Context: an optimization exercise on an open-source flow, tuned for small area and a short achievable clock period. The choices shown serve that exercise and are no tape-out recipe. Function was checked by simulation only, so behaviour that the tests miss may differ from the original. Power figures rest on the tool's default switching activity, not on a simulated workload.

==> run a <==
## simd_vector_mac
module simd_vector_mac (
    input clk,
    input rst_n,
    input valid_i,
    input start_i,
    input last_i,
    input [63:0] A,
    input [63:0] B,
    output vector_mac_valid_o,
    output [37:0] vector_mac_data_o
);
clock: 4.5 ns
lec_check: 0
abc_area: 1
cap_margin: 20
core_margin: 2
core_utilization: 40
place_density: 0.8
setup_slack_margin: 2.35
slew_margin: 20
standard.sh (not shown) runs the stock make flow with config.mk's settings and CLKGATE_MAP_FILE= SYNTH_SCRIPT=/design/flow/synth_recipe.tcl, a recipe that flattens the netlist after the stock synthesis.
==> flow/flow/run.sh <==
#!/bin/bash
# Standard layout, with one netlist step between synthesis and floorplan: bubble2.py chooses the
# polarity of the full-adder cells, fa(~a,~b,~c) = ~fa(a,b,c), and of gates that have a
# complemented twin, so that the netlist needs fewer inverters. Registers are not touched.
# Port buffers are buf_2 cells instead of the delay cells buffer_ports picks by itself.
set -euo pipefail
R=$PWD/orfs/results/$FLOW_PLATFORM/simd_vector_mac/base
LIB=$FLOW_HOME/platforms/$FLOW_PLATFORM/lib/sky130_fd_sc_hd__tt_025C_1v80.lib
bash standard.sh "$R/1_2_yosys.v" > synth.log 2>&1
cp "$R/1_2_yosys.v" "$PWD/1_2_yosys_standard.v"
python3 flow/bubble2.py "$LIB" "$PWD/1_2_yosys_standard.v" "$R/1_2_yosys.v" > bubble.log 2>&1
export BUFFER_PORTS_ARGS="-buffer_cell sky130_fd_sc_hd__buf_2"
bash standard.sh finish > layout.log 2>&1
Other scripts of this flow, unchanged in this note and not shown: flow/flow/bubble2.py
==> run b (differences from run a) <==
Settings changed: GPL_ROUTABILITY_DRIVEN set to 0, SETUP_SLACK_MARGIN 2.35 to 2.3.
==> run c (differences from run a) <==
Settings changed: PLACE_DENSITY 0.8 to 0.9, SETUP_SLACK_MARGIN 2.35 to 2.3.
==> qor summary <==
| item | run a | run c | run b |
|---|---|---|---|
| Post-route cell area | 49,140 µm² | 48,420 µm² | 48,330 µm² |
| Power of the combinational group | 18.2 mW | 19.3 mW | 18.5 mW |
| Number of antenna violations at the first check in global routing | 8 | 12 | 8 |
| Weighted congestion at the end of routability-driven global placement | 0.9904 | 0.9875 | - |
| Count of instances resized after the clock tree is built | 64 | 55 | 57 |
| Worst Path Required | 5060 ps | 5040 ps | 5000 ps |
| Total Power | 36.23 mW | 37.59 mW | 36.82 mW |
| Switching power summed over all nets | 15.28 mW | 16.15 mW | 15.65 mW |
| Clock-pin slew reported for the worst setup and hold paths after clock tree synthesis | 70 ps | 70 ps | 60 ps |
| FMAX | 0.4386 GHz | 0.4368 GHz | 0.4366 GHz |
| Layout clock buffers | 107 | 98 | 104 |
| Cell internal power dissipation | 20.95 mW | 21.44 mW | 21.17 mW |
| Flip-flop and latch share of the layout cell area | 0.2993 | 0.3038 | 0.3044 |
| DR pass1 iterations | 5 | 7 | 9 |
| Clock network power | 6.80 mW | 7.04 mW | 7.00 mW |
| Final Util | 0.4735 | 0.4665 | 0.4656 |
| Wirelength per Cell | 25.12 µm | 26.35 µm | 25.51 µm |
| Run status | complete, no violations | complete, no violations | complete, no violations |
| Plain + repair buffers | 253 | 224 | 218 |
| R2r endpoint | t7_26 | t7_28 | t4_137 |
| Combinational group share of total power | 0.502 | 0.513 | 0.503 |
| Period minus WS final | 2280 ps | 2289 ps | 2291 ps |
| CP arrival | 2840 ps | 2830 ps | 2790 ps |
| Critical path startpoint category | register | register | input port |
| Antenna Cells | 1 | 0 | 1 |
| Headroom to the max-slew limit | 0.2291 | 0.3597 | 0.3587 |
| Share of cells above drive strength 1 | 0.2416 | 0.2176 | 0.2165 |

==> fjord <==
Starting RTL as in the previous note.
==> flow/design.v (excerpt) <==
module simd_vector_mac (
    input clk,
    input rst_n,
    input valid_i,
    input start_i,
    input last_i,
    input [63:0] A,
    input [63:0] B,
    output vector_mac_valid_o,
    output [37:0] vector_mac_data_o
);
clock: 4.5 ns
lec_check: 0
abc_area: 1
cap_margin: 20
core_margin: 2
core_utilization: 40
cts_buf_list: sky130_fd_sc_hd__clkbuf_4 sky130_fd_sc_hd__clkbuf_8
place_density: 0.8
setup_slack_margin: 2.3
slew_margin: 20
Scripts as last shown in full above: flow/flow/run.sh
Other scripts of this flow, unchanged in this note and not shown: flow/flow/bubble2.py
==> inputs of lagoon, as changes to fjord <==
--- a/flow/config.mk
+++ b/flow/config.mk
@@ -11,3 +11,2 @@
 export CORE_UTILIZATION = 40
-export CTS_BUF_LIST = sky130_fd_sc_hd__clkbuf_4 sky130_fd_sc_hd__clkbuf_8
 export PLACE_DENSITY = 0.8
==> out/results.tsv <==
metric	value	unit
status	no timing/DRC/antenna violations	
fillcell total	9143	
multi-input combinational area share	54.5	%
routed wire length	128	mm
vias in the first global route	29785	
post-DR vias/cell	5.34	
CLK BUF	187	
CP Launch Type	input pin	
P_sw	14.8	mW
The numbers above come from fjord.

==> out/results.tsv <==
metric	value	unit
routed wire length	128	mm
CLK BUF	107	
vias in the first global route	29501	
P_sw	14.8	mW
multi-input combinational area share	54.6	%
GRT met3 Usage	4.98	%
fillcell total	9177	
CP most frequent cell	fa_1	
CP Launch Type	flip-flop	
post-DR vias/cell	5.42	
status	no timing/DRC/antenna violations	
The numbers above come from lagoon.


==> try-willow: inputs <==
simd_vector_mac, a different RTL version from the one above (not shown whole).
Settings: LEC_CHECK=0, ABC_AREA=1, CAP_MARGIN=20, CORE_MARGIN=2, CORE_UTILIZATION=40, PLACE_DENSITY=0.8, SETUP_SLACK_MARGIN=1.9, SLEW_MARGIN=20; clock period 4.5 ns.
Scripts as last shown in full above: flow/flow/run.sh
Other scripts of this flow, unchanged in this note and not shown: flow/flow/bubble2.py
==> try-yarrow (differences from try-willow) <==
--- a/flow/config.mk
+++ b/flow/config.mk
@@ -9,6 +9,6 @@
 export CAP_MARGIN = 20
 export CORE_MARGIN = 2
 export CORE_UTILIZATION = 40
-export PLACE_DENSITY = 0.8
-export SETUP_SLACK_MARGIN = 1.9
+export CTS_BUF_LIST = sky130_fd_sc_hd__clkbuf_4 sky130_fd_sc_hd__clkbuf_8
+export SETUP_SLACK_MARGIN = 1.8
 export SLEW_MARGIN = 20
==> try-onyx (differences from try-willow) <==
--- a/flow/config.mk
+++ b/flow/config.mk
@@ -10,5 +10,5 @@
 export CORE_MARGIN = 2
 export CORE_UTILIZATION = 40
 export PLACE_DENSITY = 0.8
-export SETUP_SLACK_MARGIN = 1.9
+export SETUP_SLACK_MARGIN = 2.0
 export SLEW_MARGIN = 20
==> try-zinc (differences from try-willow) <==
==> flow/flow/run.sh (replaced) <==
#!/bin/bash
# Standard layout, with one netlist step between synthesis and floorplan: bubble2.py chooses the
# polarity of the full-adder cells, fa(~a,~b,~c) = ~fa(a,b,c), and of gates that have a
# complemented twin, so that the netlist needs fewer inverters. Registers are not touched.
set -euo pipefail
R=$PWD/orfs/results/$FLOW_PLATFORM/simd_vector_mac/base
LIB=$FLOW_HOME/platforms/$FLOW_PLATFORM/lib/sky130_fd_sc_hd__tt_025C_1v80.lib
bash standard.sh "$R/1_2_yosys.v" > synth.log 2>&1
cp "$R/1_2_yosys.v" "$PWD/1_2_yosys_standard.v"
python3 flow/bubble2.py "$LIB" "$PWD/1_2_yosys_standard.v" "$R/1_2_yosys.v" > bubble.log 2>&1
bash standard.sh finish > layout.log 2>&1
--- a/flow/config.mk
+++ b/flow/config.mk
@@ -9,6 +9,5 @@
 export CAP_MARGIN = 20
 export CORE_MARGIN = 2
 export CORE_UTILIZATION = 40
-export PLACE_DENSITY = 0.8
-export SETUP_SLACK_MARGIN = 1.9
+export SETUP_SLACK_MARGIN = 1.8
 export SLEW_MARGIN = 20
==> comparison table <==
|  | try-willow | try-onyx | try-zinc | try-yarrow |
|---|---|---|---|---|
| Run status | complete, no violations | complete, no violations | complete, no violations | complete, no violations |
| N_diodes | 2 | 0 | 1 | 2 |
| Worst-case hold slack | 0.1326 ns | 0.1325 ns | 0.3491 ns | 0.3349 ns |
| Inserted Clock Buffers | 54 | 52 | 55 | 83 |
| Antenna violations before repair | 7 | 6 | 5 | 3 |
| Layout Nets | 4637 | 4808 | 4805 | 4558 |
| Launch point of the worst reg-to-reg path | t2_236 | t6_40 | t2_226 | t2_239 |
| Placed instance count | 4804 | 4809 | 4865 | 4813 |
| Net switching power figure | 18.14 mW | 18.85 mW | 17.71 mW | 17.72 mW |
| Portion of total power attributed to sequential cells | 0.210 | 0.205 | 0.211 | 0.216 |
| Proportion of total power due to net switching | 0.4699 | 0.4744 | 0.4682 | 0.4792 |
| Wirelength, routed | 127.8 mm | 136.1 mm | 132.7 mm | 125.7 mm |
| Class of the most critical setup path | flop to flop | flop to flop | primary input to flop | primary input to flop |
| Worst Reg-to-Reg Cells | 6 | 5 | 6 | 6 |
| Class of the worst hold path | primary input to async pin | primary input to async pin | flop to flop | primary input to flop |
| Multi-input logic area | 26310 sq um | 27780 sq um | 27000 sq um | 25340 sq um |
| Standard cell with the maximum stage delay on the critical path | fa_2 | fa_1 | fa_2 | inv_1 |
| Relative slew slack | 0.2273 | 0.2218 | 0.4029 | 0.3365 |
| Hold endpoint | - | - | s_p[2] | v_p[1] |
| Worst endpoint required time | 5.04 ns | 4.97 ns | 5.06 ns | 5.11 ns |
| Detailed-route wire length per cell | 25.07 um | 25.87 um | 25.20 um | 25.00 um |
| Non-Filler Cell Area, Final | 44590 sq um | 47970 sq um | 47620 sq um | 41980 sq um |
| Sequential standard cell area | 9848 sq um | 9887 sq um | 9768 sq um | 9778 sq um |
| Crit path launch type | flop | flop | primary input | primary input |
| ClkCell Share | 0.04276 | 0.03566 | 0.04172 | 0.04271 |
| Critical path fanouts, max | 1 | 1 | 10 | 16 |
| Non-clock buffer share | 0.06894 | 0.1062 | 0.1136 | 0.04387 |

re-timing with driven ports:
The results above use ideal ports. As a check the final layouts listed here were re-extracted and re-timed, cells and wires unchanged.
Step 1 assumes that a clkbuf_16 drives the clock port and a buf_2 every other input.
Step 2 times the ports against the registers' clock, not the clock port: input delays grow and output delays shrink by t, the midpoint of the rising clock arrivals with the driver on.
a / b / c = no drivers / after step 1 / after step 2; a / b = the first two.
run	t, ns	slack for setup (ns)	hold WS [ns]	worst setup path after step 2	clock arrival spread, ns
run a	0.710	2.220 / 2.220 / 1.574	0.114 / 0.070 / 0.328	input to register	0.040 / 0.039
run b	0.714	2.209 / 2.228 / 1.528	0.115 / 0.067 / 0.329	input to register	0.027 / 0.027
run c	0.702	2.211 / 2.211 / 1.610	0.120 / 0.074 / 0.344	input to register	0.031 / 0.032
fjord	0.817	2.238 / 2.279 / 1.462	0.286 / 0.246 / 0.329	input to register	0.054 / 0.054
lagoon	0.700	2.275 / 2.275 / 1.630	0.120 / 0.072 / 0.329	input to register	0.046 / 0.045
try-willow	0.682	1.757 / 1.757 / 1.191	0.133 / 0.089 / 0.346	input to register	0.038 / 0.038
try-yarrow	0.746	1.744 / 1.780 / 1.044	0.335 / 0.288 / 0.347	input to register	0.038 / 0.039
try-onyx	0.670	1.760 / 1.760 / 1.263	0.133 / 0.088 / 0.348	input to register	0.039 / 0.040
try-zinc	0.674	1.764 / 1.774 / 1.128	0.349 / 0.349 / 0.349	input to register	0.024 / 0.024
After both steps setup and hold are still met in every run listed. For fjord, which loses most, drivers alone change the setup slack by +0.041 ns; drivers and shift together by -0.776 ns.
